This is an optimization exercise on Yosys and OpenROAD, whose aim is small area, a short achievable clock period and few clock cycles, not a production implementation.
Where RTL was checked, it was by simulation tests only, not by an equivalence proof against the original.
For runs 1 to 4, only the layout was checked, not whether the RTL still works.
Power is estimated from default activity; no workload was simulated.

===== flow/config.mk =====
export PLATFORM = sky130hd
export DESIGN_NAME = median_fliter
export DESIGN_NICKNAME = median_fliter
export VERILOG_FILES = /design/flow/design.v
export SDC_FILE = /design/flow/constraint.sdc
export NUM_CORES = 4
export LEC_CHECK = 0
export CAP_MARGIN = 20
export CORE_MARGIN = 2
export CORE_UTILIZATION = 40
export SLEW_MARGIN = 20

===== flow/constraint.sdc =====
create_clock -name core_clock -period 10.0 [get_ports {clk}]
set_input_delay 2.0000 -clock core_clock [delete_from_list [all_inputs] [get_ports {clk}]]
set_output_delay 2.0000 -clock core_clock [all_outputs]
set_load 0.01 [all_outputs]

===== flow/design.v =====
module median_fliter(
  input                  clk,
  input                  rst,
  input               enable,
  input  [7:0]     RAM_IMG_Q,
  input  [7:0]     RAM_OUT_Q,
  output          RAM_IMG_OE,
  output          RAM_IMG_WE,
  output [15:0]    RAM_IMG_A,
  output [7:0]     RAM_IMG_D,
  output          RAM_OUT_OE,
  output          RAM_OUT_WE,
  output [15:0]    RAM_OUT_A,
  output [7:0]     RAM_OUT_D,
  output                done
);
  localparam LK = 3;             
  localparam K  = 1 << LK;       
  localparam L  = K + 2;         
  localparam [3:0] RI_LAST = L - 1;
  reg        go;         
  reg        running;    
  reg        oe;         
  reg        first;      
  reg        flush;      
  reg  [7:0] rrow;       
  reg  [7:0] rcol;       
  reg  [3:0] ri;         
  reg        done_reg;
  reg  [4:0] vp;         
  wire ri_last  = (ri == RI_LAST);
  wire row_pad  = ((ri == 4'd0) & (rrow == 8'd255)) | (ri_last & (rrow == 8'd0));
  always @(posedge clk, posedge rst) begin
    if (rst) begin
      go      <= 1'b0;
      running <= 1'b0;
      oe      <= 1'b0;
    end else begin
      go <= enable & ~running & ~go;
      if (go) begin
        running <= 1'b1;
        oe      <= 1'b1;
      end else if (ri_last) begin
        if (rcol == 8'd255 && rrow == 8'd0) oe <= 1'b0;    
        if (flush) running <= 1'b0;
      end
    end
  end
  always @(posedge clk) begin
    if (go) begin
      first <= 1'b1;
      flush <= 1'b0;
      rrow  <= 8'd255;
      rcol  <= 8'd0;
      ri    <= 4'd0;
    end else if (!ri_last) begin
      ri   <= ri + 4'd1;
      rrow <= rrow + 8'd1;
    end else begin
      ri    <= 4'd0;
      first <= 1'b0;
      rcol  <= rcol + 8'd1;
      if (rcol == 8'd255) begin
        rrow <= rrow - 8'd1;
        if (rrow == 8'd0) flush <= 1'b1;
      end else begin
        rrow <= rrow - RI_LAST;
      end
    end
  end
  wire v0  = running & ~first & (ri >= 4'd2);   
  wire mn0 = (rcol == 8'd0);                    
  reg       pad1;
  reg [1:0] mn;
  always @(posedge clk, posedge rst) begin
    if (rst) vp <= 5'd0;
    else     vp <= {vp[3:0], v0};
  end
  always @(posedge clk) begin
    pad1 <= row_pad;
    mn   <= {mn[0], mn0};
  end
  reg [7:0] din;
  reg [7:0] dl [1:2*L];
  integer k;
  always @(posedge clk) begin
    din     <= RAM_IMG_Q & {8{~pad1}};
    dl[1]   <= din;
    for (k = 2; k <= 2*L; k = k + 1) dl[k] <= dl[k-1];
    dl[L+1] <= dl[L] & {8{~mn[1]}};
  end
  wire [7:0] ta = dl[2*L];                  
  wire [7:0] tb = dl[L];                    
  wire [7:0] tc = din & {8{~mn[1]}};        
  function gt8(input [7:0] a, input [7:0] b);
    integer i;
    reg g;
    begin
      g = 1'b0;
      for (i = 0; i < 8; i = i + 1)
        g = (a[i] & ~b[i]) | (~(a[i] ^ b[i]) & g);
      gt8 = g;
    end
  endfunction
  function [7:0] max3(input [7:0] a, input [7:0] b, input [7:0] c);
    reg x, y, z;
    begin
      x = gt8(a, b);
      y = gt8(b, c);
      z = gt8(a, c);
      max3 = (x & z) ? a : (~x & y) ? b : c;
    end
  endfunction
  function [7:0] min3(input [7:0] a, input [7:0] b, input [7:0] c);
    reg x, y, z;
    begin
      x = gt8(a, b);
      y = gt8(b, c);
      z = gt8(a, c);
      min3 = (~x & ~z) ? a : (x & ~y) ? b : c;
    end
  endfunction
  function [7:0] med3(input [7:0] a, input [7:0] b, input [7:0] c);
    reg x, y, z;
    begin
      x = gt8(a, b);
      y = gt8(b, c);
      z = gt8(a, c);
      med3 = (x ^ z) ? a : (x ^ y) ? c : b;
    end
  endfunction
  reg [7:0] lo0, md0, hi0, lo1, md1, hi1, lo2, md2, hi2;
  always @(posedge clk) begin
    lo0 <= min3(ta, tb, tc);
    md0 <= med3(ta, tb, tc);
    hi0 <= max3(ta, tb, tc);
    lo1 <= lo0;  md1 <= md0;  hi1 <= hi0;
    lo2 <= lo1;  md2 <= md1;  hi2 <= hi1;
  end
  reg [7:0] mxlo, mdmd, mnhi, dout;
  always @(posedge clk) begin
    mxlo <= max3(lo0, lo1, lo2);
    mdmd <= med3(md0, md1, md2);
    mnhi <= min3(hi0, hi1, hi2);
    dout <= med3(mxlo, mdmd, mnhi);
  end
  wire we = vp[4];
  reg [15:0] wcnt;    
  always @(posedge clk, posedge rst) begin
    if (rst) begin
      wcnt     <= 16'd0;
      done_reg <= 1'b0;
    end else begin
      if (we) wcnt <= wcnt + 16'd1;
      if (enable && !running) done_reg <= 1'b0;
      else if (we && wcnt == 16'hffff) done_reg <= 1'b1;
    end
  end
  assign RAM_IMG_OE = oe;
  assign RAM_IMG_WE = 1'b0;
  assign RAM_IMG_A  = {rrow, rcol};
  assign RAM_IMG_D  = 8'd0;
  assign RAM_OUT_OE = 1'b0;
  assign RAM_OUT_WE = we;
  assign RAM_OUT_A  = {wcnt[15:8+LK], wcnt[LK-1:0], wcnt[7+LK:LK]};
  assign RAM_OUT_D  = dout;
  assign done       = done_reg;
endmodule

===== flow/flow/run.sh =====
#!/bin/bash
# The standard layout (the standard.sh, standard synthesis), with the
# ports buffered by a stronger buffer than the default choice.
set -euo pipefail
bash standard.sh BUFFER_PORTS_ARGS="-buffer_cell sky130_fd_sc_hd__buf_4" finish > standard.log 2>&1

===== flow/standard.sh =====
#!/bin/bash
# synth_recipe.tcl (not shown) runs the flow's synth.tcl, then flattens the netlist and writes it again
# the make line also repeats each setting of config.mk as NAME=value (left out here)
make -C /OpenROAD-flow-scripts/flow DESIGN_CONFIG=/design/flow/config.mk WORK_HOME=/design/flow/orfs CLKGATE_MAP_FILE= SYNTH_SCRIPT=/design/flow/synth_recipe.tcl "${@:-finish}"

==> results.py, run 1 <==
metrics = {
    "sta": {
        "finalSetupTns_ns": 0,
        "rsz0062_at_grt": "false",
        "hold_viol": 0,
        "max_freq_mhz": 319,
        "slew_headroom_pct": 29.7,
        "slew_viol_final": 0,
        "finalSetupViolCount": 0,
        "worstMarginPinSlew_ns": 1.05,
        "min_period_ns": 3.14,
        "fin_worst_skew_ns": 0.0225,
        "fin_crit_sh_pct": 31.4,
    },
    "setup_path": {
        "crit_type": "register to output port",
        "start_kind": "register",
        "cpPeakStageDelay_ns": 0.48,
        "crit_slowest_cell": "dfrtp_1",
        "reg2reg_depth": 8,
        "critPathRequiredTime_ns": 8.00,
        "crit_buf_inv": 1,
        "r2r_start": "mn[1]",
        "worst-r2r-setup-slack_ns": 7.00,
        "critPathMaxFanout": 7,
        "crit_family": "flip-flops",
        "worstPathArrival_ns": 1.14,
        "reg2reg_to": "lo0[1]",
        "crit_chain": "buf_4",
        "endpoint_kind": "output port",
    },
    "run_status": {
        "run_status": "no timing/DRC/antenna violations",
    },
    "drt": {
        "wl_um": 20100,
        "wl_per_cell_um": 13.6,
        "drt_iter0_markers": 360,
        "drc": 0,
        "firstDrtPassIters": 4,
        "ant_nets": 0,
        "avgViaCountPerCell": 4.84,
        "num_vias": 7152,
    },
    "global_route": {
        "grt_max_degree": 26,
        "grt_overflow": 0,
        "grt_usage_pct": 13.6,
        "grt_pass1_wl_um": 33800,
        "grt_pass1_vias": 6978,
        "antenna_found_initial": 0,
    },
    "place": {
        "post-place-cells": 1418,
        "dp_hpwl_um": 14700,
        "io_buffers": 53,
        "place.gp.congestion": 0.843,
    },
    "hold_path": {
        "hold_start": "dl[14][4]",
        "holdPathStages": 0,
        "hold_end": "dl[15][4]",
        "hold_path.class": "register to register",
    },
    "synth": {
        "ys_seq_area_share_pct": 57.5,
        "synth.most_common_cell": "dfxtp_1",
        "synthCells": 996,
        "synth_top_area_share_pct": 52.0,
        "ys.flop_type": "dfxtp_1",
        "ys_async_sr_fraction_pct": 7.76,
        "netlist-cell-type-count": 72,
        "syn_area_um2": 11400,
        "synth_edf_count": 0,
        "synthTopCellsByArea": "dfxtp_1 52%, ha_1 13%, dfrtp_1 5.5%",
        "synth-warning-count": 2,
        "synth_common_cells": "297 x dfxtp_1, 118 x ha_1, 93 x inv_1",
        "yosysTopAreaCell": "dfxtp_1",
        "avgSynthCellArea_um2": 11.5,
        "synth-seq-cells": 322,
    },
    "cells_and_area": {
        "diodes": 0,
        "largest_register": "dl",
        "fillers": 2574,
        "final_nets": 1214,
        "largest_reg_flops": 160,
        "largest_registers": "dl: 160 flops, wcnt: 16 flops",
        "instances_no_fill": 1478,
        "fin_util_pct": 47.7,
        "area_growth_pct": 16.6,
        "drive_above_1_share_pct": 12.7,
    },
    "clocking": {
        "cts_resized": 0,
        "cts_tree": "built",
        "clk_pin_slew_worst_paths_ns": 0.06,
        "insertion_delay_ns": 0.51,
        "postCtsSetupBuffers": 0,
        "hold_buffers": 0,
        "clkSinkCount": 322,
        "clk_path_buf_depth": 3,
        "ctsHtreeMaxLevel": 2,
        "root_buffer": "clkbuf_16",
        "cts_made_buffers": 34,
    },
    "job": {
        "maxCapViolations": 0,
    },
    "die": {
        "initial_core_util_pct": 40.9,
        "die_area_um2": 29900,
        "core_um2": 27900,
        "io_pins": 72,
        "die_w_um": 173,
        "num_rows": 61,
        "fp.dieH_um": 173,
    },
    "power": {
        "ir_drop_uv": 184,
        "powerDensity_nw_per_um2": 394,
        "p_leak_nw": 5.93,
    },
}
report_power, final:
part | total [mW] | leakage [nW] | internal (mW) | switching (mW)
sequential | 1.99 | 2.82 | 1.72 | 0.276
clock | 1.21 | 0.540 | 0.722 | 0.493
combinational | 2.04 | 2.58 | 0.890 | 1.15
logic make-up (layout without fill, tap and decap cells):
family / count (synthesis) / count (layout) / synth area share (%)
buffers and inverters: 112 / 207 / 4.03
XOR/XNOR: 27 / 27 / 2.07
AND/OR/NAND/NOR: 220 / 220 / 9.99
AO/OA/AOI/OAI: 189 / 189 / 12.6
multiplexers: 6 / 6 / 0.657
adder cells (fa/ha/maj): 119 / 119 / 13.1
flip-flops: 322 / 322 / 57.5
other: 1 / 10 / 0.0328
placed cells by master (no fill, tap or decap), drive strengths merged, types with 3 or more instances in the layout:
| master | netlist | routed |
|---|---|---|
| nand3 | 31 | 31 |
| nand3b | 3 | 3 |
| a21oi | 42 | 42 |
| nand4 | 8 | 8 |
| xor2 | 9 | 9 |
| nor2 | 53 | 53 |
| nor2b | 12 | 12 |
| o22ai | 8 | 8 |
| clkinv | 0 | 6 |
| a22oi | 12 | 12 |
| dfxtp | 297 | 297 |
| o221a | 8 | 8 |
| and2 | 4 | 4 |
| a21boi | 4 | 4 |
| o211ai | 3 | 3 |
| inv | 94 | 99 |
| a21o | 7 | 7 |
| and3 | 6 | 6 |
| o21a | 13 | 13 |
| a221oi | 32 | 32 |
| o31ai | 3 | 3 |
| xnor2 | 18 | 18 |
| mux2i | 4 | 4 |
| a2111oi | 8 | 8 |
| nand2 | 48 | 48 |
| conb | 1 | 10 |
| clkbuf | 6 | 45 |
| or3 | 3 | 3 |
| buf | 12 | 53 |
| ha | 118 | 118 |
| nand2b | 11 | 11 |
| nor4 | 6 | 6 |
| a211oi | 6 | 6 |
| nand4b | 11 | 11 |
| dfrtp | 25 | 25 |
| nor3 | 15 | 15 |
| o21ai | 29 | 29 |
cell type report:
class | count | area, µm² | area share, %
Clock buffer | 45 | 942 | 7.07
Clock inverter | 15 | 158 | 1.18
Inverter | 94 | 353 | 2.65
Multi-Input combinational cell | 571 | 4430 | 33.3
Sequential cell | 322 | 6570 | 49.3
Tap cell | 378 | 473 | 3.55
Timing Repair Buffer | 53 | 398 | 2.99
through the flow:
| step | area, µm² | hold WS, ns | worst slack [ns] | total power, mW |
|---|---|---|---|---|
| 3_3_place_gp | 12200 | 0.310 | 6.94 | 4.02 |
| 4_1_cts | 13300 | 0.317 | 6.83 | 5.31 |
| 2_1_floorplan | 11500 | 0.310 | 7.43 | 3.47 |
| 3_5_place_dp | 12200 | 0.312 | 6.88 | 4.08 |
| 5_1_grt | 13300 | 0.320 | 6.79 | 5.69 |
| 6_report | 13300 | 0.316 | 6.86 | 5.25 |
worst max-delay path by stage:
stage          cells after the start  start    endpoint
2_1_floorplan                      9  mn[1]      md0[0]
3_3_place_gp                       8  mn[1]      md0[5]
3_5_place_dp                       8  mn[1]      md0[4]
4_1_cts                            1  vp[4]  RAM_OUT_WE
5_1_grt                            8  mn[1]      md0[2]
6_report                           1  vp[4]  RAM_OUT_WE
layer usage:
layer	share of wire [%]	wire length (µm)	global-route usage [%]	vias up
met5	0	0	0	-
li1	-	-	-	3665
met2	43	8720	21.3	123
met1	50	10100	18.9	3324
met3	3.9	775	2.29	40
met4	2.6	521	4.87	0
==> run 2: changes to the inputs <==
==> flow/run.sh (new file) <==
#!/bin/bash
# synth_recipe.tcl (not shown) runs the flow's synth.tcl, then flattens the netlist and writes it again
# the make line also repeats each setting of config.mk as NAME=value (left out here)
make -C /OpenROAD-flow-scripts/flow DESIGN_CONFIG=/design/flow/config.mk WORK_HOME=/design/flow/orfs CLKGATE_MAP_FILE= SYNTH_SCRIPT=/design/flow/synth_recipe.tcl finish
removed: flow/flow/run.sh
removed: flow/standard.sh
==> run 2 against run 1 <==
- critical path type unchanged
- register-to-register slack worse by 0.04 ns
- combinational power rose by 2%
- sequential power about the same
- final area increased by 0.69%
==> results.py, run 2 <==
metrics = {
    "die": {
        "fp.dieH_um": 173,
        "die_w_um": 173,
        "initial_core_util_pct": 40.9,
        "die_area_um2": 29900,
        "core_um2": 27900,
        "io_pins": 72,
        "num_rows": 61,
    },
    "cells_and_area": {
        "final_nets": 1211,
        "final_cell_mix": "297 x dfxtp_1, 118 x ha_1, 93 x inv_1",
        "area_growth_pct": 17.4,
        "largest_reg_flops": 160,
        "largest_registers": "dl: 160 flops, wcnt: 16 flops",
        "largest_register": "dl",
        "drive_above_1_share_pct": 7.67,
        "diodes": 0,
        "layout_commonest_cell": "dfxtp_1",
        "fillers": 2637,
        "instances_no_fill": 1473,
    },
    "synth": {
        "synthCells": 996,
        "synthTopCellsByArea": "dfxtp_1 52%, ha_1 13%, dfrtp_1 5.5%",
        "ys.flop_type": "dfxtp_1",
        "ys_async_sr_fraction_pct": 7.76,
        "synth-warning-count": 2,
        "synth-seq-cells": 322,
        "synth_edf_count": 0,
        "synth.most_common_cell": "dfxtp_1",
        "netlist-cell-type-count": 72,
        "ys_seq_area_share_pct": 57.5,
        "syn_area_um2": 11400,
        "yosysTopAreaCell": "dfxtp_1",
        "avgSynthCellArea_um2": 11.5,
        "synth_common_cells": "297 x dfxtp_1, 118 x ha_1, 93 x inv_1",
        "synth_top_area_share_pct": 52.0,
    },
    "power": {
        "powerDensity_nw_per_um2": 390,
        "ir_drop_uv": 175,
        "p_leak_nw": 5.85,
    },
    "setup_path": {
        "crit_buf_inv": 1,
        "reg2reg_to": "md0[7]",
        "worst-r2r-setup-slack_ns": 6.96,
        "critPathRequiredTime_ns": 8.00,
        "reg2reg_depth": 8,
        "crit_slowest_cell": "clkdlybuf4s50_1",
        "start_kind": "register",
        "critPathMaxFanout": 7,
        "crit_type": "register to output port",
        "endpoint_kind": "output port",
        "cpPeakStageDelay_ns": 0.59,
        "worstPathArrival_ns": 1.61,
        "crit_family": "buffers and inverters",
        "crit_chain": "clkdlybuf4s50_1",
        "r2r_start": "mn[1]",
    },
    "place": {
        "post-place-cells": 1418,
        "place.gp.congestion": 0.820,
        "dp_hpwl_um": 14500,
        "io_buffers": 53,
    },
    "sta": {
        "rsz0062_at_grt": "false",
        "hold_viol": 0,
        "fin_crit_sh_pct": 36.1,
        "finalSetupTns_ns": 0,
        "holdWs_ns": 0.322,
        "worstMarginPinSlew_ns": 0.992,
        "slew_headroom_pct": 33.3,
        "min_period_ns": 3.61,
        "slew_viol_final": 0,
        "max_freq_mhz": 277,
        "fin_worst_skew_ns": 0.0130,
        "finalSetupViolCount": 0,
    },
    "clocking": {
        "clk_pin_slew_worst_paths_ns": 0.06,
        "postCtsSetupBuffers": 0,
        "ctsHtreeMaxLevel": 1,
        "clkSinkCount": 322,
        "cts_tree": "built",
        "cts_resized": 0,
        "root_buffer": "clkbuf_16",
        "cts_made_buffers": 31,
        "insertion_delay_ns": 0.54,
        "clk_path_buf_depth": 3,
        "hold_buffers": 0,
    },
    "drt": {
        "ant_nets": 0,
        "wl_um": 19900,
        "drt_iter0_markers": 381,
        "firstDrtPassIters": 5,
        "avgViaCountPerCell": 4.85,
        "num_vias": 7141,
        "wl_per_cell_um": 13.5,
        "drc": 0,
    },
    "global_route": {
        "grt_pass1_vias": 6873,
        "grt_max_degree": 26,
        "grt_overflow": 0,
        "antenna_found_initial": 0,
        "grt_pass1_wl_um": 33600,
        "grt_usage_pct": 13.4,
    },
    "hold_path": {
        "holdPathStages": 0,
        "hold_start": "dl[11][0]",
        "hold_end": "dl[12][0]",
        "hold_path.class": "register to register",
    },
    "job": {
        "maxCapViolations": 0,
    },
    "run_status": {
        "run_status": "no timing/DRC/antenna violations",
    },
}
## run 2: changes by cell type in the layout (fill, tap and decap cells not counted), moves of 2 or more
cell             change
clkbuf_1             -2
clkbuf_8             +5
inv_6                -3
buf_4               -53
clkbuf_16            -2
clkdlybuf4s50_1     +53
## run 2: logic make-up (layout without fill, tap and decap cells)
| kind of cell | count (synthesis) | after routing | synth area share [%] |
|---|---|---|---|
| buffers and inverters | 112 | 202 | 4.03 |
| AOI/OAI and AO/OA | 189 | 189 | 12.6 |
| adders and majority gates | 119 | 119 | 13.1 |
| xor gates and xnor gates | 27 | 27 | 2.07 |
| muxes | 6 | 6 | 0.657 |
| and+or+nand+nor | 220 | 220 | 9.99 |
| other | 1 | 10 | 0.0328 |
| DFF | 322 | 322 | 57.5 |
## run 2: cell type report
class | instances | area (µm²) | share of cell area (%)
multi-input cells | 571 | 4430 | 33.0
clock buffers | 46 | 953 | 7.11
repair buffers | 53 | 531 | 3.95
inverters | 94 | 353 | 2.63
clock inverters | 9 | 105 | 0.783
well taps | 378 | 473 | 3.52
flip-flops and latches | 322 | 6570 | 49.0
## run 2: per-stage QoR
step                      util [%]  cell area (µm²)  power, mW  worst slack (ns)
after floorplan                  -            11500       3.47              7.43
after global placement        44.2            12400       4.06              6.81
after detailed placement      44.2            12400       4.10              6.81
after CTS                     48.0            13400       5.29              6.35
after global routing          48.0            13400       5.67              6.33
final                         48.0            13400       5.23              6.39
## run 2: worst max path at each step
stage / slack [ns] / start / to / cells after the start
after CTS: 6.35 / vp[4] / RAM_OUT_WE / 1
after global routing: 6.33 / vp[4] / RAM_OUT_WE / 1
after detailed placement: 6.81 / rst / wcnt[0] / 2
final: 6.39 / vp[4] / RAM_OUT_WE / 1
after global placement: 6.81 / rst / wcnt[3] / 2
after floorplan: 7.43 / mn[1] / md0[0] / 9
## run 2: power by group
part / switching, mW / total (mW) / leakage, nW / internal, mW
Sequential: 0.270 / 1.99 / 2.82 / 1.72
Clock: 0.460 / 1.17 / 0.524 / 0.707
Combinational: 1.17 / 2.08 / 2.51 / 0.914
## run 2: per-layer routing
metal / wire [µm] / track usage (%) / vias to the layer above / share of wire, %
met5: 0 / 0 / - / 0
met4: 610 / 4.70 / 0 / 3.1
met3: 706 / 2.26 / 45 / 3.5
met2: 8690 / 20.5 / 118 / 44
met1: 9930 / 19.1 / 3332 / 50
li1: - / - / 3646 / -
==> run 3: changes to the inputs <==
==> flow/flow/run.sh (new file) <==
#!/bin/bash
set -euo pipefail
bash standard.sh BUFFER_PORTS_ARGS="-buffer_cell sky130_fd_sc_hd__buf_4" SETUP_SLACK_MARGIN=7.2 finish > standard.log 2>&1
==> flow/standard.sh (new file) <==
#!/bin/bash
# synth_recipe.tcl (not shown) runs the flow's synth.tcl, then flattens the netlist and writes it again
# the make line also repeats each setting of config.mk as NAME=value (left out here)
make -C /OpenROAD-flow-scripts/flow DESIGN_CONFIG=/design/flow/config.mk WORK_HOME=/design/flow/orfs CLKGATE_MAP_FILE= SYNTH_SCRIPT=/design/flow/synth_recipe.tcl "${@:-finish}"
removed: flow/run.sh
==> run 3 against run 2 <==
- non-clock buffer count grew 49
- register-to-register slack better by 0.37 ns
- combinational power is 7% higher
- largest cell class unchanged
==> results.py, run 3 <==
metrics = {
    "die": {
        "die_area_um2": 29900,
        "io_pins": 72,
        "initial_core_util_pct": 40.9,
        "core_um2": 27900,
        "die_w_um": 173,
        "num_rows": 61,
        "fp.dieH_um": 173,
    },
    "synth": {
        "synth_top_area_share_pct": 52.0,
        "ys_seq_area_share_pct": 57.5,
        "synth_common_cells": "297 x dfxtp_1, 118 x ha_1, 93 x inv_1",
        "yosysTopAreaCell": "dfxtp_1",
        "syn_area_um2": 11400,
        "synth_edf_count": 0,
        "ys.flop_type": "dfxtp_1",
        "avgSynthCellArea_um2": 11.5,
        "synthTopCellsByArea": "dfxtp_1 52%, ha_1 13%, dfrtp_1 5.5%",
        "synth-warning-count": 2,
        "netlist-cell-type-count": 72,
        "synth.most_common_cell": "dfxtp_1",
        "synth-seq-cells": 322,
        "ys_async_sr_fraction_pct": 7.76,
        "synthCells": 996,
    },
    "global_route": {
        "grt_overflow": 0,
        "antenna_found_initial": 0,
        "grt.met2_usage_pct": 22.4,
        "grt_pass1_vias": 7248,
        "met3_usage_pct": 2.29,
        "grt_pass1_wl_um": 34800,
        "grt_max_degree": 26,
        "top_usage_layer": "met2",
        "met1_usage_pct": 19.1,
        "grt_usage_pct": 14.0,
    },
    "power": {
        "powerDensity_nw_per_um2": 389,
        "ir_drop_uv": 183,
        "p_leak_nw": 6.24,
    },
    "drt": {
        "avgViaCountPerCell": 4.85,
        "drc": 0,
        "ant_nets": 0,
        "wl_per_cell_um": 13.6,
        "wl_um": 20800,
        "firstDrtPassIters": 4,
        "num_vias": 7403,
        "drt_iter0_markers": 370,
    },
    "hold_path": {
        "hold_path.class": "register to register",
    },
    "clocking": {
        "ctsHtreeMaxLevel": 2,
        "clk_pin_slew_worst_paths_ns": 0.06,
        "clk_path_buf_depth": 3,
        "root_buffer": "clkbuf_16",
        "cts_tree": "built",
        "insertion_delay_ns": 0.51,
        "cts_made_buffers": 34,
        "clkSinkCount": 322,
    },
    "setup_path": {
        "crit_slowest_cell": "dfrtp_1",
        "crit_chain": "buf_6",
        "critPathMaxFanout": 3,
        "crit_type": "register to output port",
        "worstPathArrival_ns": 1.04,
        "start_kind": "register",
        "crit_buf_inv": 1,
        "critPathRequiredTime_ns": 8.00,
        "endpoint_kind": "output port",
        "cpPeakStageDelay_ns": 0.41,
        "crit_family": "flip-flops",
    },
    "cells_and_area": {
        "area_growth_pct": 22.3,
        "largest_register": "dl",
        "final_nets": 1263,
        "largest_reg_flops": 160,
        "final_cell_mix": "271 x dfxtp_1, 118 x ha_1, 93 x inv_1",
        "largest_registers": "dl: 160 flops, wcnt: 16 flops",
        "drive_above_1_share_pct": 19.7,
        "layout_commonest_cell": "dfxtp_1",
        "fillers": 2514,
        "diodes": 0,
    },
    "place": {
        "place.gp.congestion": 0.843,
        "dp_hpwl_um": 14700,
        "io_buffers": 53,
    },
    "sta": {
        "fin_crit_sh_pct": 30.4,
        "slew_viol_final": 0,
        "max_freq_mhz": 329,
        "hold_viol": 0,
        "finalSetupTns_ns": 0,
        "worstMarginPinSlew_ns": 1.02,
        "fin_worst_skew_ns": 0.0223,
        "min_period_ns": 3.04,
        "finalSetupViolCount": 0,
        "holdWs_ns": 0.316,
        "slew_headroom_pct": 31.3,
        "rsz0062_at_grt": "true",
    },
    "run_status": {
        "run_status": "no timing/DRC/antenna violations",
    },
    "job": {
        "maxCapViolations": 0,
    },
}
run 3: cell types whose count changed in the layout (fill, tap and decap cells not counted), moves of 3 or more:
cell,before,now
buf_4,0,57
clkdlybuf4s50_1,53,0
buf_6,0,43
dfxtp_1,297,271
dfxtp_2,0,19
dfxtp_4,0,7
nand2b_1,10,4
nand2b_2,0,6
clkbuf_8,10,5
inv_6,1,4
run 3: per-layer routing:
layer	share of wire, %	vias up
met5	0	-
li1	-	3766
met1	49	3467
met3	3.8	42
met4	2.5	0
met2	44	128
run 3: worst paths after layout:
kind,end,slack [ns],cells after the start,startpoint
worst max-delay path,RAM_OUT_A[1],6.96,1,wcnt[4]
worst min-delay path,dl[15][4],0.32,0,dl[14][4]
worst max register to register,md0[4],7.33,10,mn[1]
worst min register to register,dl[15][4],0.32,0,dl[14][4]
max in group asynchronous,wcnt[0],7.70,2,rst
min in group asynchronous,wcnt[12],1.69,2,rst
run 3: what timing repair did:
action	in CTS	in global routing
resized for setup	70	20
setup buffers	35	14
setup endpoints to repair	66	69
gates cloned	0	0
hold buffers	0	0
pin swaps	1	1
run 3: cell families (layout without fill, tap and decap cells):
kind of cell | Yosys count | in the layout | share of synthesized area [%]
simple gates | 220 | 220 | 9.99
mux | 6 | 6 | 0.657
flops | 322 | 322 | 57.5
compound gates | 189 | 189 | 12.6
xor+xnor | 27 | 27 | 2.07
fa+ha+maj | 119 | 119 | 13.1
buf+inv | 112 | 256 | 4.03
other cells | 1 | 10 | 0.0328
run 3: final cells by class:
class                      count  area [µm²]  share of cell area [%]
sequential                   322        6620                    47.4
inverter                      94         355                    2.54
multi-input combinational    571        4470                    32.0
clock inverter                15         158                    1.13
clock buffer                  45         942                    6.74
tap                          378         473                    3.39
timing repair buffer         102         952                    6.82
run 3: report_power, final:
group	total, mW	leakage [nW]	internal [mW]	switching (mW)
combinational	2.23	2.88	1.02	1.22
clock	1.22	0.540	0.722	0.493
sequential	1.99	2.82	1.73	0.260
total	5.44	6.24	3.47	1.97
run 3: stage by stage:
step                      instance area [µm²]  cells  power, mW  worst slack, ns  util, %
after floorplan                         11500   1005       3.47             7.43        -
after global placement                  12200   1418       4.02             6.94     43.8
after detailed placement                12200   1418       4.08             6.88     43.8
after CTS                               13800   1513       5.43             6.94     49.4
after global routing                    14000   1527       5.88             6.93     50.0
final                                   14000   1527       5.44             6.96     50.0
run 3: worst register-to-register path, stage by stage, from the launching register on:
cell and delay (ns):
dfxtp_4 0.40, nand2b_2 0.26, ha_1 0.21, or3_1 0.36
a31o_1 0.22, a311oi_4 0.20, buf_4 0.19, or2b_1 0.14
mux2i_4 0.08, buf_12 0.15, a221oi_2 0.34
==> run 4: changes to the inputs <==
--- a/flow/design.v
+++ b/flow/design.v
@@ -100,3 +100,3 @@
       for (i = 0; i < 8; i = i + 1)
-        g = (a[i] & ~b[i]) | (~(a[i] ^ b[i]) & g);
+        g = (a[i] & ~b[i]) | ((a[i] | ~b[i]) & g);
       gt8 = g;
==> flow/flow/run.sh (replaced) <==
#!/bin/bash
# The standard layout (the standard.sh, standard synthesis), with the
# ports buffered by a stronger buffer than the default choice.
set -euo pipefail
bash standard.sh BUFFER_PORTS_ARGS="-buffer_cell sky130_fd_sc_hd__buf_4" finish > standard.log 2>&1
--- a/flow/config.mk
+++ b/flow/config.mk
@@ -10,2 +10,4 @@
 export CORE_UTILIZATION = 40
+export CTS_BUF_LIST = sky130_fd_sc_hd__clkbuf_8
+export CTS_CLUSTER_SIZE = 20
 export SLEW_MARGIN = 20
==> run 4 against run 3 <==
- power decreased by 15%
- synthesized area decreased by 5.8%
- clock skew increased by 0.0070 ns
- sequential share of layout area increased by 5.4 points
- wire length decreased by 11%
- final area decreased by 11%
- flip-flop and latch count unchanged
- via count decreased by 9.3%
- hold slack got worse by 0.0093 ns
- combinational power decreased by 27%
- die area decreased by 5.7%
==> results.py, run 4 <==
metrics = {
    "synth": {
        "synth-warning-count": 2,
        "ys_async_sr_fraction_pct": 7.76,
        "synthTopCellsByArea": "dfxtp_1 55%, dfrtp_1 5.8%, mux2i_1 3.8%",
        "ys.flop_type": "dfxtp_1",
        "avgSynthCellArea_um2": 11.3,
        "netlist-cell-type-count": 70,
        "synthCells": 954,
        "synth.most_common_cell": "dfxtp_1",
        "synth_compound_area_share_pct": 9.15,
        "synth_top_family_by_area": "simple AND/OR/NAND/NOR gates",
        "synth_simple_gate_area_share_pct": 11.1,
        "synth_edf_count": 0,
        "synth_fa_ha_area_share_pct": 6.03,
        "synth_top_area_share_pct": 55.2,
        "ys_seq_area_share_pct": 61.0,
        "synthMuxAreaShare_pct": 5.17,
        "synth_common_cells": "297 x dfxtp_1, 87 x inv_1, 58 x nor2_1",
        "synth-xor-area-share_pct": 3.24,
        "syn_area_um2": 10800,
        "synth-seq-cells": 322,
        "yosysTopAreaCell": "dfxtp_1",
    },
    "die": {
        "core_um2": 26700,
        "fp.dieH_um": 168,
        "die_area_um2": 28200,
        "die_w_um": 168,
        "initial_core_util_pct": 40.4,
        "num_rows": 60,
        "io_pins": 72,
    },
    "clocking": {
        "ctsHtreeMaxLevel": 2,
        "cts_made_buffers": 49,
        "insertion_delay_ns": 0.57,
        "postCtsSetupBuffers": 0,
        "clk_pin_slew_worst_paths_ns": 0.06,
        "clk_path_buf_depth": 3,
        "cts_tree": "built",
        "root_buffer": "clkbuf_8",
        "cts_resized": 0,
        "hold_buffers": 0,
        "clkSinkCount": 322,
    },
    "place": {
        "post-place-cells": 1339,
        "pre_cts_ws_ns": 5.98,
        "dp_hpwl_um": 12900,
        "io_buffers": 53,
        "placed_area_um2": 11500,
        "place.gp.congestion": 0.790,
    },
    "power": {
        "internal-power_mw": 3.01,
        "swShare_pct": 35.2,
        "clkPwrFrac_pct": 21.8,
        "ir_drop_uv": 128,
        "p_total_mw": 4.64,
        "powerDensity_nw_per_um2": 373,
        "p_leak_nw": 5.45,
        "seq_power_share_pct": 43.0,
        "p_comb_share_pct": 35.2,
        "netSwitchingPower_mw": 1.64,
    },
    "drt": {
        "wl_per_cell_um": 13.0,
        "avgViaCountPerCell": 4.73,
        "drc": 0,
        "ant_nets": 0,
        "num_vias": 6718,
        "firstDrtPassIters": 5,
        "drt_iter0_markers": 376,
        "wl_um": 18500,
    },
    "cells_and_area": {
        "stdcell_area_um2": 12500,
        "largest_registers": "dl: 160 flops, wcnt: 16 flops",
        "final_cell_mix": "297 x dfxtp_1, 102 x inv_1, 58 x nor2_1",
        "largest_register": "dl",
        "final_nets": 1082,
        "drive_above_1_share_pct": 14.6,
        "fin_util_pct": 46.7,
        "area_growth_pct": 15.7,
        "largest_reg_flops": 160,
        "instances_no_fill": 1421,
        "diodes": 0,
        "layout_commonest_cell": "dfxtp_1",
    },
    "global_route": {
        "grt_overflow": 0,
        "grt_pass1_vias": 6462,
        "grt_pass1_wl_um": 31200,
        "grt_usage_pct": 13.4,
        "grt_max_degree": 26,
        "antenna_found_initial": 0,
    },
    "job": {
        "maxCapViolations": 0,
    },
    "sta": {
        "slew_viol_final": 0,
        "slew_headroom_pct": 36.3,
        "finalSetupViolCount": 0,
        "finalSetupTns_ns": 0,
        "hold_viol": 0,
        "worstMarginPinSlew_ns": 0.948,
        "setup_slack_ns": 6.00,
        "fin_crit_sh_pct": 40.0,
        "max_freq_mhz": 250,
        "fin_worst_skew_ns": 0.0292,
        "holdWs_ns": 0.307,
        "min_period_ns": 4.00,
        "rsz0062_at_grt": "false",
    },
    "setup_path": {
        "reg2reg_to": "md0[4]",
        "crit_type": "register to register",
        "critPathMaxFanout": 17,
        "reg2reg_depth": 8,
        "r2r_start": "mn[1]",
        "worst-r2r-setup-slack_ns": 6.00,
        "startpoint": "mn[1]",
        "critPathRequiredTime_ns": 10.38,
        "endpoint_kind": "register",
        "endpoint": "md0[4]",
        "start_kind": "register",
        "worstPathArrival_ns": 4.38,
    },
    "hold_path": {
        "hold_start": "dl[8][3]",
        "hold_path.class": "register to register",
    },
    "run_status": {
        "run_status": "no timing/DRC/antenna violations",
    },
}
[run 4: changes by cell type in the layout (fill, tap and decap cells not counted), sizes merged, moves of 20 or more]
| cell | delta |
|---|---|
| a221oi | -24 |
| nand3 | -20 |
| mux2i | +37 |
| maj3 | +45 |
| nor2b | +20 |
| ha | -105 |
| buf | -47 |
[run 4: area by class of cell]
cell class / instances / area [µm²]
well taps: 341 / 427
multi-input cells: 530 / 3770
clock inverters: 26 / 159
inverters: 91 / 342
fillers: 2381 / 14200
repair buffers: 55 / 413
flip-flops and latches: 322 / 6570
clock buffers: 56 / 771
[run 4: critical path, cell delays in order, from the launching register on]
cell	delay, ns
dfxtp_1	0.76
inv_1	0.32
nand2_1	0.26
o21ai_0	0.13
a221oi_2	0.31
a2111oi_1	0.13
nor4_4	0.89
xor2_1	0.41
a222oi_1	0.60
[run 4: power by group through the flow]
stage / Clock (mW) / Sequential [mW] / Combinational [mW]
6_report: 1.01 / 2.00 / 1.63
5_1_grt: 1.11 / 2.06 / 1.82
4_1_cts: 1.05 / 2.00 / 1.65
3_5_place_dp: 0 / 2.03 / 1.64
3_3_place_gp: 0 / 2.02 / 1.63
2_1_floorplan: 0 / 1.95 / 1.26
[run 4: worst min path at each step]
| stage | endpoint | slack, ns | depth (start not counted) |
|---|---|---|---|
| 2_1_floorplan | dl[10][0] | 0.31 | 0 |
| 3_3_place_gp | dl[10][4] | 0.31 | 0 |
| 3_5_place_dp | dl[10][7] | 0.31 | 0 |
| 4_1_cts | dl[9][3] | 0.31 | 0 |
| 5_1_grt | dl[7][2] | 0.31 | 0 |
| 6_report | dl[9][3] | 0.31 | 0 |
[run 4: kinds of logic (layout without fill, tap and decap cells)]
| family | count (synthesis) | in the layout |
|---|---|---|
| buffers and inverters | 111 | 228 |
| other | 1 | 10 |
| adder cells (fa/ha/maj) | 59 | 59 |
| flip-flops | 322 | 322 |
| multiplexers | 54 | 54 |
| AO/OA/AOI/OAI | 139 | 139 |
| AND/OR/NAND/NOR | 232 | 232 |
| XOR/XNOR | 36 | 36 |
[run 4: metal layers]
layer	share of wire [%]	track usage (%)	routed length, µm	up-vias
li1	-	-	-	3438
met1	49	18.0	9010	3145
met2	45	21.4	8350	101
met3	4.2	3.15	783	34
met4	1.9	4.24	348	0
met5	0	0	0	-
==> run 5: changes to the inputs <==
--- a/flow/design.v
+++ b/flow/design.v
@@ -95,9 +95,18 @@
   function gt8(input [7:0] a, input [7:0] b);
+    reg [7:0] g, p;
+    reg [3:0] g1, p1;
+    reg [1:0] g2, p2;
     integer i;
-    reg g;
     begin
-      g = 1'b0;
-      for (i = 0; i < 8; i = i + 1)
-        g = (a[i] & ~b[i]) | ((a[i] | ~b[i]) & g);
-      gt8 = g;
+      g = a & ~b;
+      p = a | ~b;
+      for (i = 0; i < 4; i = i + 1) begin
+        g1[i] = g[2*i+1] | (p[2*i+1] & g[2*i]);
+        p1[i] = p[2*i+1] & p[2*i];
+      end
+      for (i = 0; i < 2; i = i + 1) begin
+        g2[i] = g1[2*i+1] | (p1[2*i+1] & g1[2*i]);
+        p2[i] = p1[2*i+1] & p1[2*i];
+      end
+      gt8 = g2[1] | (p2[1] & g2[0]);
     end
@@ -147,12 +156,17 @@
   wire we = vp[4];
-  reg [15:0] wcnt;    
+  reg [15:0] wa;      
+  reg        wlast;   
+  always @(posedge clk) begin
+    if (go) begin
+      wa    <= 16'hffff;
+      wlast <= 1'b0;
+    end else if (vp[3]) begin
+      wa    <= wa + 16'd1;
+      wlast <= (wa == 16'hfffe);
+    end
+  end
   always @(posedge clk, posedge rst) begin
-    if (rst) begin
-      wcnt     <= 16'd0;
-      done_reg <= 1'b0;
-    end else begin
-      if (we) wcnt <= wcnt + 16'd1;
-      if (enable && !running) done_reg <= 1'b0;
-      else if (we && wcnt == 16'hffff) done_reg <= 1'b1;
-    end
+    if (rst) done_reg <= 1'b0;
+    else if (enable && !running) done_reg <= 1'b0;
+    else if (we && wlast) done_reg <= 1'b1;
   end
@@ -164,3 +178,3 @@
   assign RAM_OUT_WE = we;
-  assign RAM_OUT_A  = {wcnt[15:8+LK], wcnt[LK-1:0], wcnt[7+LK:LK]};
+  assign RAM_OUT_A  = {wa[15:8+LK], wa[LK-1:0], wa[7+LK:LK]};
   assign RAM_OUT_D  = dout;
--- a/flow/config.mk
+++ b/flow/config.mk
@@ -7,2 +7,3 @@
 export LEC_CHECK = 0
+export ABC_AREA = 1
 export CAP_MARGIN = 20
@@ -10,4 +11,4 @@
 export CORE_UTILIZATION = 40
-export CTS_BUF_LIST = sky130_fd_sc_hd__clkbuf_8
-export CTS_CLUSTER_SIZE = 20
+export CTS_CLUSTER_DIAMETER = 100
+export CTS_CLUSTER_SIZE = 30
 export SLEW_MARGIN = 20
==> run 5 against run 4 <==
- hold slack improved by 0.024 ns
- critical path depth increased by 6
- critical endpoint is now rrow[6]
- wire length increased by 17%
- power increased by 0.95%
- still clean
- highest routed layer unchanged
==> results.py, run 5 <==
metrics = {
    "place": {
        "place.gp.congestion": 0.931,
        "dp_hpwl_um": 15700,
        "post-place-cells": 1753,
        "placed_area_um2": 12000,
        "io_buffers": 53,
    },
    "sta": {
        "max_freq_mhz": 317,
        "slew_headroom_pct": 40.8,
        "finalSetupViolCount": 0,
        "hold_viol": 0,
        "slew_viol_final": 0,
        "rsz0062_at_grt": "false",
        "worstMarginPinSlew_ns": 0.887,
        "fin_worst_skew_ns": 0.0156,
        "finalSetupTns_ns": 0,
        "holdWs_ns": 0.331,
        "min_period_ns": 3.16,
        "fin_crit_sh_pct": 31.6,
    },
    "synth": {
        "synth-warning-count": 2,
        "synth.most_common_cell": "nand2_1",
        "synthCells": 1335,
        "avgSynthCellArea_um2": 8.41,
        "netlist-cell-type-count": 42,
        "synth_edf_count": 0,
        "ys.flop_type": "dfxtp_1",
        "synth_top_area_share_pct": 56.0,
        "syn_area_um2": 11200,
        "synth-seq-cells": 323,
        "synthTopCellsByArea": "dfxtp_1 56%, nand2_1 11%, nand3_1 6.9%",
        "synth_common_cells": "319 x nand2_1, 314 x dfxtp_1, 180 x inv_1",
        "ys_async_sr_fraction_pct": 2.79,
        "ys_seq_area_share_pct": 58.0,
        "yosysTopAreaCell": "dfxtp_1",
    },
    "job": {
        "maxCapViolations": 0,
    },
    "global_route": {
        "grt_pass1_wl_um": 35300,
        "antenna_found_initial": 0,
        "grt_usage_pct": 14.6,
        "grt_pass1_vias": 7364,
        "grt_max_degree": 32,
        "grt_overflow": 0,
    },
    "clocking": {
        "postCtsSetupBuffers": 0,
        "root_buffer": "clkbuf_16",
        "cts_made_buffers": 14,
        "clk_path_buf_depth": 3,
        "cts_tree": "built",
        "cts_resized": 0,
        "clk_pin_slew_worst_paths_ns": 0.11,
        "ctsHtreeMaxLevel": 1,
        "hold_buffers": 0,
        "insertion_delay_ns": 0.51,
        "clkSinkCount": 323,
    },
    "power": {
        "netSwitchingPower_mw": 1.99,
        "swShare_pct": 42.5,
        "p_comb_share_pct": 43.0,
        "clkPwrFrac_pct": 13.8,
        "seq_power_share_pct": 43.2,
        "internal-power_mw": 2.70,
        "powerDensity_nw_per_um2": 379,
        "p_total_mw": 4.69,
        "ir_drop_uv": 169,
        "p_leak_nw": 5.87,
    },
    "setup_path": {
        "reg2reg_to": "rrow[6]",
        "endpoint": "rrow[6]",
        "startpoint": "ri[1]",
        "worstPathArrival_ns": 3.56,
        "critPathMaxFanout": 12,
        "r2r_start": "ri[1]",
        "crit_chain": "inv_1 > ha_1 > nand3_1 > inv_1 > and3_1 > nand3_1 > nor2_1 > ha_1 > a21oi_1 > o21ai_0 > a21oi_1 > o21ai_0 > a21oi_1 > o21ai_0",
        "start_kind": "register",
        "crit_type": "register to register",
        "cpPeakStageDelay_ns": 0.44,
        "endpoint_kind": "register",
        "critPathRequiredTime_ns": 10.40,
        "crit_slowest_cell": "inv_1",
        "reg2reg_depth": 14,
        "worst-r2r-setup-slack_ns": 6.84,
    },
    "die": {
        "initial_core_util_pct": 40.5,
        "num_rows": 61,
        "die_w_um": 172,
        "fp.dieH_um": 172,
        "core_um2": 27700,
        "die_area_um2": 29400,
        "io_pins": 72,
    },
    "drt": {
        "num_vias": 8349,
        "avgViaCountPerCell": 4.71,
        "wl_um": 21600,
        "drc": 0,
        "wl_met3_um": 987,
        "drt_iter0_markers": 490,
        "wl_per_cell_um": 12.2,
        "top_layer": "met4",
        "ant_nets": 0,
        "wl_met1_um": 10300,
        "routed-wl-met2_um": 9730,
        "firstDrtPassIters": 7,
    },
    "cells_and_area": {
        "multi_input_area_um2": 3910,
        "largest_registers": "dl: 160 flops, wa: 16 flops",
        "fillers": 2725,
        "largest_register": "dl",
        "layout_commonest_cell": "nand2_1",
        "diodes": 0,
        "register_area_um2": 6510,
        "final_cell_mix": "319 x nand2_1, 314 x dfxtp_1, 180 x inv_1",
        "largest_reg_flops": 160,
        "final_nets": 1425,
        "drive_above_1_share_pct": 6.89,
        "instances_no_fill": 1771,
        "stdcell_area_um2": 12400,
        "area_growth_pct": 10.2,
    },
    "run_status": {
        "run_status": "no timing/DRC/antenna violations",
    },
    "hold_path": {
        "hold_path.class": "register to register",
    },
}
## run 5: cell families after synthesis
family                   share of synthesized area [%]
AND/OR/NAND/NOR                                   23.1
flip-flops                                        58.0
buffers and inverters                             7.57
AO/OA/AOI/OAI                                     9.00
adder cells (fa/ha/maj)                           1.74
XOR/XNOR                                         0.624
other                                           0.0334
## run 5: layout make-up
type | instances | area share, %
flip-flops and latches | 323 | 52.6
multi-input cells | 813 | 31.6
inverters | 186 | 5.64
well taps | 378 | 3.82
repair buffers | 53 | 3.21
clock buffers | 16 | 2.97
clock inverters | 2 | 0.192
## run 5: worst min path at each step
stage                         start        end  depth (start not counted)
final                     dl[17][5]  dl[18][5]                          0
after detailed placement  dl[11][6]  dl[12][6]                          0
after global routing      dl[15][4]  dl[16][4]                          0
after floorplan            dl[9][0]  dl[10][0]                          0
after global placement     dl[7][2]   dl[8][2]                          0
after CTS                 dl[12][7]  dl[13][7]                          0
## run 5: metal layers
layer  vias to the layer above  track usage, %
met2                       162            24.0
met4                         0            4.09
li1                       4370               -
met1                      3785            20.0
met3                        32            2.21
met5                         -               0
## run 5: power by group through the flow
stage | combinational, mW | clock [mW] | sequential [mW]
2_1_floorplan | 1.51 | 0 | 1.98
5_1_grt | 2.33 | 0.714 | 2.09
6_report | 2.01 | 0.646 | 2.03
4_1_cts | 2.02 | 0.673 | 2.03
3_3_place_gp | 1.98 | 0 | 2.05
3_5_place_dp | 2.01 | 0 | 2.06
## run 5: critical path, delay by kind of cell, from the launching register on
kind	cells	cell delay, ns
compound gates	6	0.82
fa+ha+maj	2	0.45
buf+inv	2	0.54
flops	1	0.35
simple gates	4	0.88
## run 5: stage by stage
stage / setup slack [ns] / util [%]
6_report: 6.84 / 44.7
5_1_grt: 6.51 / 44.7
4_1_cts: 6.83 / 44.7
3_5_place_dp: 6.86 / 43.3
3_3_place_gp: 6.94 / 43.3
2_1_floorplan: 7.58 / -
Testbench counts of run 5, summed over its fixed seeds: cycles 327,748.
==> run 6: changes to the inputs <==
--- a/flow/config.mk
+++ b/flow/config.mk
@@ -7,3 +7,2 @@
 export LEC_CHECK = 0
-export ABC_AREA = 1
 export CAP_MARGIN = 20
==> run 6 against run 5 <==
- wire length shrank 11%
- combinational power shrank 2%
- first-iteration DRC count shrank 6.9%
- synthesized cell count shrank 27%
- clock skew grew 0.012 ns
- worst setup slack gained 0.0099 ns
- still clean
- final area shrank 1.5%
- critical endpoint is now RAM_IMG_A[8]
==> results.py, run 6 <==
metrics = {
    "sta": {
        "fin_worst_skew_ns": 0.0274,
        "hold_viol": 0,
        "min_period_ns": 3.15,
        "fin_crit_sh_pct": 31.5,
        "finalSetupTns_ns": 0,
        "finalSetupViolCount": 0,
        "rsz0062_at_grt": "false",
        "max_freq_mhz": 318,
        "worstMarginPinSlew_ns": 0.848,
        "slew_viol_final": 0,
        "slew_headroom_pct": 43.4,
    },
    "clocking": {
        "root_buffer": "clkbuf_16",
        "clkSinkCount": 323,
        "insertion_delay_ns": 0.51,
        "postCtsSetupBuffers": 0,
        "clk_pin_slew_worst_paths_ns": 0.11,
        "hold_buffers": 0,
        "clk_path_buf_depth": 3,
        "cts_made_buffers": 15,
        "cts_tree": "built",
        "ctsHtreeMaxLevel": 1,
        "cts_resized": 0,
    },
    "global_route": {
        "grt_pass1_vias": 6372,
        "grt_pass1_wl_um": 31200,
        "grt_usage_pct": 13.2,
        "grt_overflow": 0,
        "grt_max_degree": 32,
        "antenna_found_initial": 0,
    },
    "drt": {
        "wl_um": 19200,
        "ant_nets": 0,
        "num_vias": 6781,
        "drc": 0,
        "firstDrtPassIters": 6,
        "wl_per_cell_um": 13.9,
        "avgViaCountPerCell": 4.93,
        "drt_iter0_markers": 456,
    },
    "place": {
        "post-place-cells": 1356,
        "dp_hpwl_um": 13900,
        "io_buffers": 53,
        "place.gp.congestion": 0.854,
    },
    "job": {
        "maxCapViolations": 0,
    },
    "setup_path": {
        "worstPathArrival_ns": 1.15,
        "crit_chain": "buf_4",
        "crit_buf_inv": 1,
        "critPathRequiredTime_ns": 8.00,
        "start_kind": "register",
        "critPathMaxFanout": 6,
        "endpoint_kind": "output port",
        "crit_type": "register to output port",
        "crit_slowest_cell": "dfxtp_1",
        "cpPeakStageDelay_ns": 0.47,
        "crit_family": "flip-flops",
    },
    "power": {
        "seq_power_share_pct": 43.9,
        "internal-power_mw": 2.96,
        "netSwitchingPower_mw": 1.73,
        "p_leak_nw": 5.14,
        "p_total_mw": 4.69,
        "clkPwrFrac_pct": 14.4,
        "swShare_pct": 36.9,
        "ir_drop_uv": 191,
        "powerDensity_nw_per_um2": 385,
        "p_comb_share_pct": 41.7,
    },
    "synth": {
        "yosysTopAreaCell": "dfxtp_1",
        "synth.most_common_cell": "dfxtp_1",
        "synth-warning-count": 2,
        "avgSynthCellArea_um2": 11.3,
        "synth_common_cells": "314 x dfxtp_1, 90 x inv_1, 62 x mux2i_1",
        "synth-seq-cells": 323,
        "synthCells": 975,
        "netlist-cell-type-count": 67,
        "syn_area_um2": 11000,
        "ys.flop_type": "dfxtp_1",
        "ys_async_sr_fraction_pct": 2.79,
        "synth_top_area_share_pct": 57.0,
        "synthTopCellsByArea": "dfxtp_1 57%, mux2i_1 5.6%, inv_1 3.1%",
        "synth_edf_count": 0,
        "ys_seq_area_share_pct": 59.0,
    },
    "hold_path": {
        "hold_path.class": "register to register",
    },
    "die": {
        "core_um2": 27000,
        "num_rows": 60,
        "die_area_um2": 28900,
        "initial_core_util_pct": 40.8,
        "io_pins": 72,
        "die_w_um": 170,
        "fp.dieH_um": 170,
    },
    "cells_and_area": {
        "multi_input_area_um2": 4080,
        "largest_registers": "dl: 160 flops, wa: 16 flops",
        "final_nets": 1066,
        "instances_no_fill": 1376,
        "area_growth_pct": 10.6,
        "drive_above_1_share_pct": 12.7,
        "diodes": 0,
        "layout_commonest_cell": "dfxtp_1",
        "largest_reg_flops": 160,
        "register_area_um2": 6510,
        "final_cell_mix": "314 x dfxtp_1, 90 x inv_1, 62 x mux2i_1",
        "fillers": 2534,
        "largest_register": "dl",
    },
    "run_status": {
        "run_status": "no timing/DRC/antenna violations",
    },
}
==> run 6: per-layer routing <==
| metal | global-route usage (%) | part of all wire, % |
|---|---|---|
| met1 | 18.2 | 50 |
| met2 | 21.4 | 45 |
| met3 | 2.07 | 3.6 |
| met4 | 3.86 | 2.0 |
| met5 | 0 | 0 |
==> run 6: layout make-up <==
type / instances / share of cell area, %
Tap cell: 341 / 3.50
Inverter: 91 / 2.80
Timing Repair Buffer: 54 / 3.32
Clock inverter: 3 / 0.400
Multi-Input combinational cell: 547 / 33.4
Clock buffer: 17 / 3.14
Sequential cell: 323 / 53.4
==> run 6: cells by family after synthesis <==
family	synth area share (%)
flip-flops	59.0
AO/OA/AOI/OAI	11.9
AND/OR/NAND/NOR	10.1
other	0.0340
XOR/XNOR	2.56
multiplexers	7.16
adder cells (fa/ha/maj)	4.89
buffers and inverters	4.30
==> run 6: worst register-to-register path: stages, from the launching register on <==
cell and delay (ns):
dfxtp_1 0.37, inv_1 0.09, ha_1 0.13, nor2b_1 0.14, and2_1 0.55, inv_1 0.30, nor3_1 0.26, ha_1 0.27
o21ai_0 0.08, nand2b_1 0.11, a21o_1 0.20, a21oi_1 0.17, xor2_1 0.16, nand2b_1 0.07
==> run 6: power groups by stage <==
stage	Clock, mW	Combinational (mW)	Sequential [mW]
2_1_floorplan	0	1.56	2.00
3_3_place_gp	0	1.96	2.08
3_5_place_dp	0	1.97	2.09
4_1_cts	0.706	1.98	2.06
5_1_grt	0.754	2.16	2.12
6_report	0.675	1.96	2.06
==> run 6: final timing paths <==
check	start	endpoint	slack [ns]	depth (start not counted)
max	rrow[0]	RAM_IMG_A[8]	6.85	1
min	dl[1][7]	dl[2][7]	0.30	0
max reg2reg	ri[1]	rrow[6]	7.04	13
min reg2reg	dl[1][7]	dl[2][7]	0.30	0
max in group asynchronous	rst	vp[3]	8.29	2
min in group asynchronous	rst	running	1.44	2
==> run 6: metrics by stage <==
step                      instance area [µm²]  util (%)  hold slack, ns  worst slack [ns]
after global placement                  11800      43.5           0.309              7.04
after floorplan                         11100         -           0.310              7.45
after global routing                    12200      45.1           0.302              6.71
final                                   12200      45.1           0.302              6.85
after CTS                               12200      45.1           0.301              6.83
after detailed placement                11800      43.5           0.312              7.02
==> run 7: changes to the inputs <==
==> flow/flow/run.sh (replaced) <==
#!/bin/bash
set -euo pipefail
bash standard.sh BUFFER_PORTS_ARGS="-buffer_cell sky130_fd_sc_hd__buf_4" CTS_ARGS="-sink_clustering_enable -repair_clock_nets -sink_clustering_size 30 -sink_clustering_max_diameter 100 -dont_use_dummy_load -sink_clustering_levels 1" finish > standard.log 2>&1
==> run 7 against run 6 <==
- synthesized cell count unchanged
- utilization down 0.21 points
- synthesized area unchanged
- global-route usage about the same
- maximum frequency up 0.10%
- power down 1.0%
- worst setup slack better by 0.0032 ns
- final cell count down 0.36%
- combinational power about the same
- clock power down 6.8%
- clock skew up 0.032 ns
- critical endpoint unchanged
- highest routed layer unchanged
==> results.py, run 7 <==
metrics = {
    "clocking": {
        "cts_tree": "built",
        "clkSinkCount": 323,
        "cts_resized": 0,
        "hold_buffers": 0,
        "clk_path_buf_depth": 3,
        "clk_pin_slew_worst_paths_ns": 0.11,
        "cts_made_buffers": 15,
        "ctsHtreeMaxLevel": 1,
        "root_buffer": "clkbuf_16",
        "postCtsSetupBuffers": 0,
        "insertion_delay_ns": 0.50,
    },
    "die": {
        "io_pins": 72,
        "num_rows": 60,
        "initial_core_util_pct": 40.8,
        "core_um2": 27000,
        "fp.dieH_um": 170,
        "die_w_um": 170,
        "die_area_um2": 28900,
    },
    "cells_and_area": {
        "final_cell_mix": "314 x dfxtp_1, 90 x inv_1, 62 x mux2i_1",
        "fillers": 2539,
        "largest_reg_flops": 160,
        "area_growth_pct": 10.1,
        "largest_registers": "dl: 160 flops, wa: 16 flops",
        "layout_commonest_cell": "dfxtp_1",
        "diodes": 0,
        "fin_util_pct": 44.9,
        "stdcell_area_um2": 12100,
        "drive_above_1_share_pct": 12.4,
        "largest_register": "dl",
        "final_nets": 1066,
    },
    "setup_path": {
        "critPathRequiredTime_ns": 8.00,
        "crit_family": "flip-flops",
        "worstPathArrival_ns": 1.14,
        "critPathMaxFanout": 6,
        "crit_chain": "buf_4",
        "crit_buf_inv": 1,
        "start_kind": "register",
        "endpoint_kind": "output port",
        "crit_type": "register to output port",
        "cpPeakStageDelay_ns": 0.46,
        "crit_slowest_cell": "dfxtp_1",
    },
    "drt": {
        "wl_um": 19200,
        "drt_iter0_markers": 457,
        "top_layer": "met4",
        "wl_per_cell_um": 14.0,
        "ant_nets": 0,
        "drc": 0,
        "wl_met1_um": 9380,
        "routed-wl-met2_um": 8610,
        "wl_met3_um": 735,
        "num_vias": 6801,
        "avgViaCountPerCell": 4.96,
        "firstDrtPassIters": 6,
    },
    "sta": {
        "min_period_ns": 3.14,
        "hold_viol": 0,
        "slew_headroom_pct": 42.9,
        "holdWs_ns": 0.263,
        "fin_worst_skew_ns": 0.0596,
        "finalSetupViolCount": 0,
        "finalSetupTns_ns": 0,
        "worstMarginPinSlew_ns": 0.856,
        "max_freq_mhz": 318,
        "fin_crit_sh_pct": 31.4,
        "rsz0062_at_grt": "false",
        "slew_viol_final": 0,
    },
    "global_route": {
        "grt_overflow": 0,
        "grt_pass1_vias": 6362,
        "grt_pass1_wl_um": 31200,
        "antenna_found_initial": 0,
        "grt_usage_pct": 13.2,
        "grt_max_degree": 31,
    },
    "synth": {
        "synth_edf_count": 0,
        "netlist-cell-type-count": 67,
        "syn_area_um2": 11000,
        "synth-seq-cells": 323,
        "synthTopCellsByArea": "dfxtp_1 57%, mux2i_1 5.6%, inv_1 3.1%",
        "ys.flop_type": "dfxtp_1",
        "synth_common_cells": "314 x dfxtp_1, 90 x inv_1, 62 x mux2i_1",
        "ys_async_sr_fraction_pct": 2.79,
        "synth_top_area_share_pct": 57.0,
        "synth.most_common_cell": "dfxtp_1",
        "synthCells": 975,
        "yosysTopAreaCell": "dfxtp_1",
        "ys_seq_area_share_pct": 59.0,
        "synth-warning-count": 2,
        "avgSynthCellArea_um2": 11.3,
    },
    "place": {
        "dp_hpwl_um": 13900,
        "placed_area_um2": 11800,
        "place.gp.congestion": 0.854,
        "io_buffers": 53,
    },
    "job": {
        "maxCapViolations": 0,
    },
    "power": {
        "p_leak_nw": 5.12,
        "ir_drop_uv": 139,
        "powerDensity_nw_per_um2": 383,
        "p_total_mw": 4.64,
    },
    "run_status": {
        "run_status": "no timing/DRC/antenna violations",
    },
    "hold_path": {
        "hold_path.class": "register to register",
    },
}
[run 7: cell counts after synthesis]
Identical to the previous run, type by type.
[run 7: metal layers]
metal / vias up / global-route usage (%)
met5: - / 0
met4: 0 / 3.90
met3: 26 / 2.05
met2: 116 / 21.3
met1: 3209 / 18.2
li1: 3450 / -
[run 7: power by group]
| group | switching (mW) | internal [mW] |
|---|---|---|
| Clock | 0.358 | 0.271 |
| Combinational | 0.998 | 0.956 |
| Sequential | 0.345 | 1.72 |
[run 7: worst paths after layout]
kind,startpoint,end,slack (ns),cells after the start
max in group asynchronous,rst,vp[3],8.30,2
worst max-delay path,rrow[0],RAM_IMG_A[8],6.86,1
min in group asynchronous,rst,running,1.44,2
worst max register to register,ri[1],rrow[6],7.06,13
worst min register to register,dl[1][7],dl[2][7],0.26,0
worst min-delay path,dl[1][7],dl[2][7],0.26,0
[run 7: final cells by class]
| class | count | area (µm²) | area share [%] |
|---|---|---|---|
| Sequential cell | 323 | 6510 | 53.6 |
| Timing Repair Buffer | 54 | 405 | 3.34 |
| Clock buffer | 15 | 375 | 3.09 |
| Inverter | 91 | 342 | 2.81 |
| Multi-Input combinational cell | 547 | 4080 | 33.6 |
| Tap cell | 341 | 427 | 3.52 |
[run 7: kinds of logic (layout without fill, tap and decap cells)]
kind of cell             count (synthesis)  in the layout  synth area share (%)
other                                    1             10                0.0340
multiplexers                            77             77                  7.16
AO/OA/AOI/OAI                          183            183                  11.9
adder cells (fa/ha/maj)                 48             48                  4.89
AND/OR/NAND/NOR                        207            207                  10.1
buffers and inverters                  114            160                  4.30
flip-flops                             323            323                  59.0
XOR/XNOR                                22             22                  2.56
[run 7: metrics by stage]
step	worst slack, ns	instances
6_report	6.86	1371
5_1_grt	6.71	1371
4_1_cts	6.83	1371
2_1_floorplan	7.45	984
3_5_place_dp	7.02	1356
3_3_place_gp	7.04	1356
==> run 8: changes to the inputs <==
--- a/flow/config.mk
+++ b/flow/config.mk
@@ -9,5 +9,4 @@
 export CORE_MARGIN = 2
-export CORE_UTILIZATION = 40
-export CTS_CLUSTER_DIAMETER = 100
-export CTS_CLUSTER_SIZE = 30
+export CORE_UTILIZATION = 65
+export PLACE_DENSITY = 0.75
 export SLEW_MARGIN = 20
==> run 8 against run 7 <==
- final area fell by 1.5%
- clock skew down 0.031 ns
- count of clock-buffer cells in the layout shrank 1
- wire length up 1.1%
- critical path depth did not move
- utilization is 27 points higher
- synthesized cell count stayed put
- via count is 1.7% higher
- final cell count decreased by 8.9%
- first-iteration DRC count decreased by 9.0%
- synthesized area is the same
- register-to-register slack worse by 0.03 ns
- critical path type unchanged
- largest power group unchanged
- highest routed layer unchanged
==> results.py, run 8 <==
metrics = {
    "run_status": {
        "run_status": "no timing/DRC/antenna violations",
    },
    "drt": {
        "avgViaCountPerCell": 5.54,
        "wl_um": 19400,
        "drc": 0,
        "ant_nets": 0,
        "firstDrtPassIters": 6,
        "drt_iter0_markers": 416,
        "wl_per_cell_um": 15.5,
        "num_vias": 6914,
    },
    "setup_path": {
        "cpPeakStageDelay_ns": 0.46,
        "worstPathArrival_ns": 1.10,
        "crit_family": "flip-flops",
        "crit_slowest_cell": "dfxtp_1",
        "crit_buf_inv": 1,
        "critPathRequiredTime_ns": 8.00,
        "path_depth": 1,
        "crit_type": "register to output port",
        "startpoint": "rcol[3]",
        "r2r_start": "ri[1]",
        "reg2reg_to": "rrow[6]",
        "reg2reg_depth": 13,
        "crit_chain": "buf_4",
        "start_kind": "register",
        "worst-r2r-setup-slack_ns": 7.03,
        "endpoint": "RAM_IMG_A[3]",
        "endpoint_kind": "output port",
        "critPathMaxFanout": 6,
    },
    "cells_and_area": {
        "drive_above_1_share_pct": 12.3,
        "layout_commonest_cell": "dfxtp_1",
        "diodes": 0,
        "final_cell_mix": "314 x dfxtp_1, 90 x inv_1, 62 x mux2i_1",
        "largest_register": "dl",
        "largest_registers": "dl: 160 flops, wa: 16 flops",
        "fin_util_pct": 72.1,
        "area_growth_pct": 8.45,
        "final_nets": 1065,
        "largest_reg_flops": 160,
    },
    "synth": {
        "synth.most_common_cell": "dfxtp_1",
        "ys.flop_type": "dfxtp_1",
        "yosysTopAreaCell": "dfxtp_1",
        "ys_async_sr_fraction_pct": 2.79,
        "avgSynthCellArea_um2": 11.3,
        "ys_seq_area_share_pct": 59.0,
        "netlist-cell-type-count": 67,
        "synth_edf_count": 0,
        "syn_area_um2": 11000,
        "synth_common_cells": "314 x dfxtp_1, 90 x inv_1, 62 x mux2i_1",
        "synthCells": 975,
        "synth_top_area_share_pct": 57.0,
        "synthTopCellsByArea": "dfxtp_1 57%, mux2i_1 5.6%, inv_1 3.1%",
        "synth-warning-count": 2,
        "synth-seq-cells": 323,
    },
    "place": {
        "place.gp.congestion": 0.959,
        "dp_hpwl_um": 13800,
        "io_buffers": 53,
    },
    "die": {
        "die_w_um": 134,
        "fp.dieH_um": 134,
        "initial_core_util_pct": 66.5,
        "core_um2": 16600,
        "die_area_um2": 18000,
        "io_pins": 72,
        "num_rows": 47,
    },
    "clocking": {
        "root_buffer": "clkbuf_16",
        "postCtsSetupBuffers": 0,
        "cts_tree": "built",
        "clk_path_buf_depth": 3,
        "hold_buffers": 0,
        "insertion_delay_ns": 0.49,
        "ctsHtreeMaxLevel": 1,
        "clk_pin_slew_worst_paths_ns": 0.10,
        "cts_resized": 0,
        "clkSinkCount": 323,
        "cts_made_buffers": 14,
    },
    "power": {
        "clkPwrFrac_pct": 13.1,
        "swShare_pct": 36.5,
        "p_total_mw": 4.61,
        "netSwitchingPower_mw": 1.68,
        "powerDensity_nw_per_um2": 385,
        "p_comb_share_pct": 42.2,
        "seq_power_share_pct": 44.7,
        "internal-power_mw": 2.93,
        "ir_drop_uv": 278,
        "p_leak_nw": 5.10,
    },
    "sta": {
        "finalSetupTns_ns": 0,
        "fin_worst_skew_ns": 0.0286,
        "hold_viol": 0,
        "finalSetupViolCount": 0,
        "max_freq_mhz": 323,
        "worstMarginPinSlew_ns": 0.828,
        "slew_viol_final": 0,
        "min_period_ns": 3.10,
        "slew_headroom_pct": 44.7,
        "rsz0062_at_grt": "false",
        "fin_crit_sh_pct": 31.0,
    },
    "global_route": {
        "grt_usage_pct": 21.4,
        "grt_pass1_vias": 6554,
        "grt_pass1_wl_um": 31500,
        "grt_overflow": 0,
        "antenna_found_initial": 0,
        "grt_max_degree": 32,
    },
    "hold_path": {
        "hold_path.class": "register to register",
    },
    "job": {
        "maxCapViolations": 0,
    },
}
run 8: cell counts after synthesis:
No cell type changed its count.
run 8: logic make-up after synthesis:
| group | Yosys count | synth area share [%] |
|---|---|---|
| compound gates | 183 | 11.9 |
| xor+xnor | 22 | 2.56 |
| fa+ha+maj | 48 | 4.89 |
| buf+inv | 114 | 4.30 |
| flops | 323 | 59.0 |
| mux | 77 | 7.16 |
| other cells | 1 | 0.0340 |
| simple gates | 207 | 10.1 |
run 8: metrics by stage:
step	std cells	hold WS [ns]	instance area, µm²	setup slack [ns]
2_1_floorplan	984	0.310	11100	7.45
3_3_place_gp	1235	0.310	11600	7.06
3_5_place_dp	1235	0.312	11600	7.02
4_1_cts	1249	0.322	12000	6.89
5_1_grt	1249	0.330	12000	6.76
6_report	1249	0.321	12000	6.90
run 8: cell type report:
cell class                 instances  area (µm²)
clock buffer                      14         350
tap                              220         275
fill                            1236        4620
inverter                          91         342
timing repair buffer              54         405
sequential                       323        6510
multi-input combinational        547        4080
run 8: metal layers:
| layer | up-vias | GRT usage [%] | wire [µm] | share of wire, % |
|---|---|---|---|---|
| met5 | - | 0 | 0 | 0 |
| li1 | 3450 | - | - | - |
| met2 | 161 | 37.3 | 9460 | 49 |
| met4 | 0 | 5.61 | 367 | 1.9 |
| met3 | 42 | 2.49 | 688 | 3.6 |
| met1 | 3261 | 28.3 | 8850 | 46 |
run 8: how the worst min path moves through the flow:
stage                    from        end  cells after the start
global placement     dl[9][4]  dl[10][4]                      0
CTS                 dl[16][6]  dl[17][6]                      0
floorplan            dl[9][0]  dl[10][0]                      0
global route        dl[16][6]  dl[17][6]                      0
detailed placement   dl[9][2]  dl[10][2]                      0
finish              dl[12][3]  dl[13][3]                      0
run 8: power by group through the flow:
stage	logic, mW	registers, mW	clock network [mW]
4_1_cts	1.96	2.06	0.622
6_report	1.94	2.06	0.604
2_1_floorplan	1.56	2.00	0
3_5_place_dp	1.94	2.09	0
5_1_grt	2.14	2.12	0.663
3_3_place_gp	1.92	2.08	0
run 8: worst reg2reg max path, stage by stage, from the launching register on:
cell,delay [ns]
dfxtp_1,0.36
inv_1,0.08
ha_1,0.13
nor2b_1,0.15
and2_1,0.52
inv_1,0.27
nor3_1,0.28
ha_1,0.28
o21ai_0,0.08
nand2b_1,0.11
a21o_1,0.20
a21oi_1,0.18
xor2_1,0.16
nand2b_1,0.06

Check on run 8: ideal ports give 6.901 ns setup slack; a clkbuf_16 on the clock port and buf_2 on the inputs give 6.860 ns; moving port delays by the midpoint clock arrival (0.510 ns) as well gives 7.035 ns.
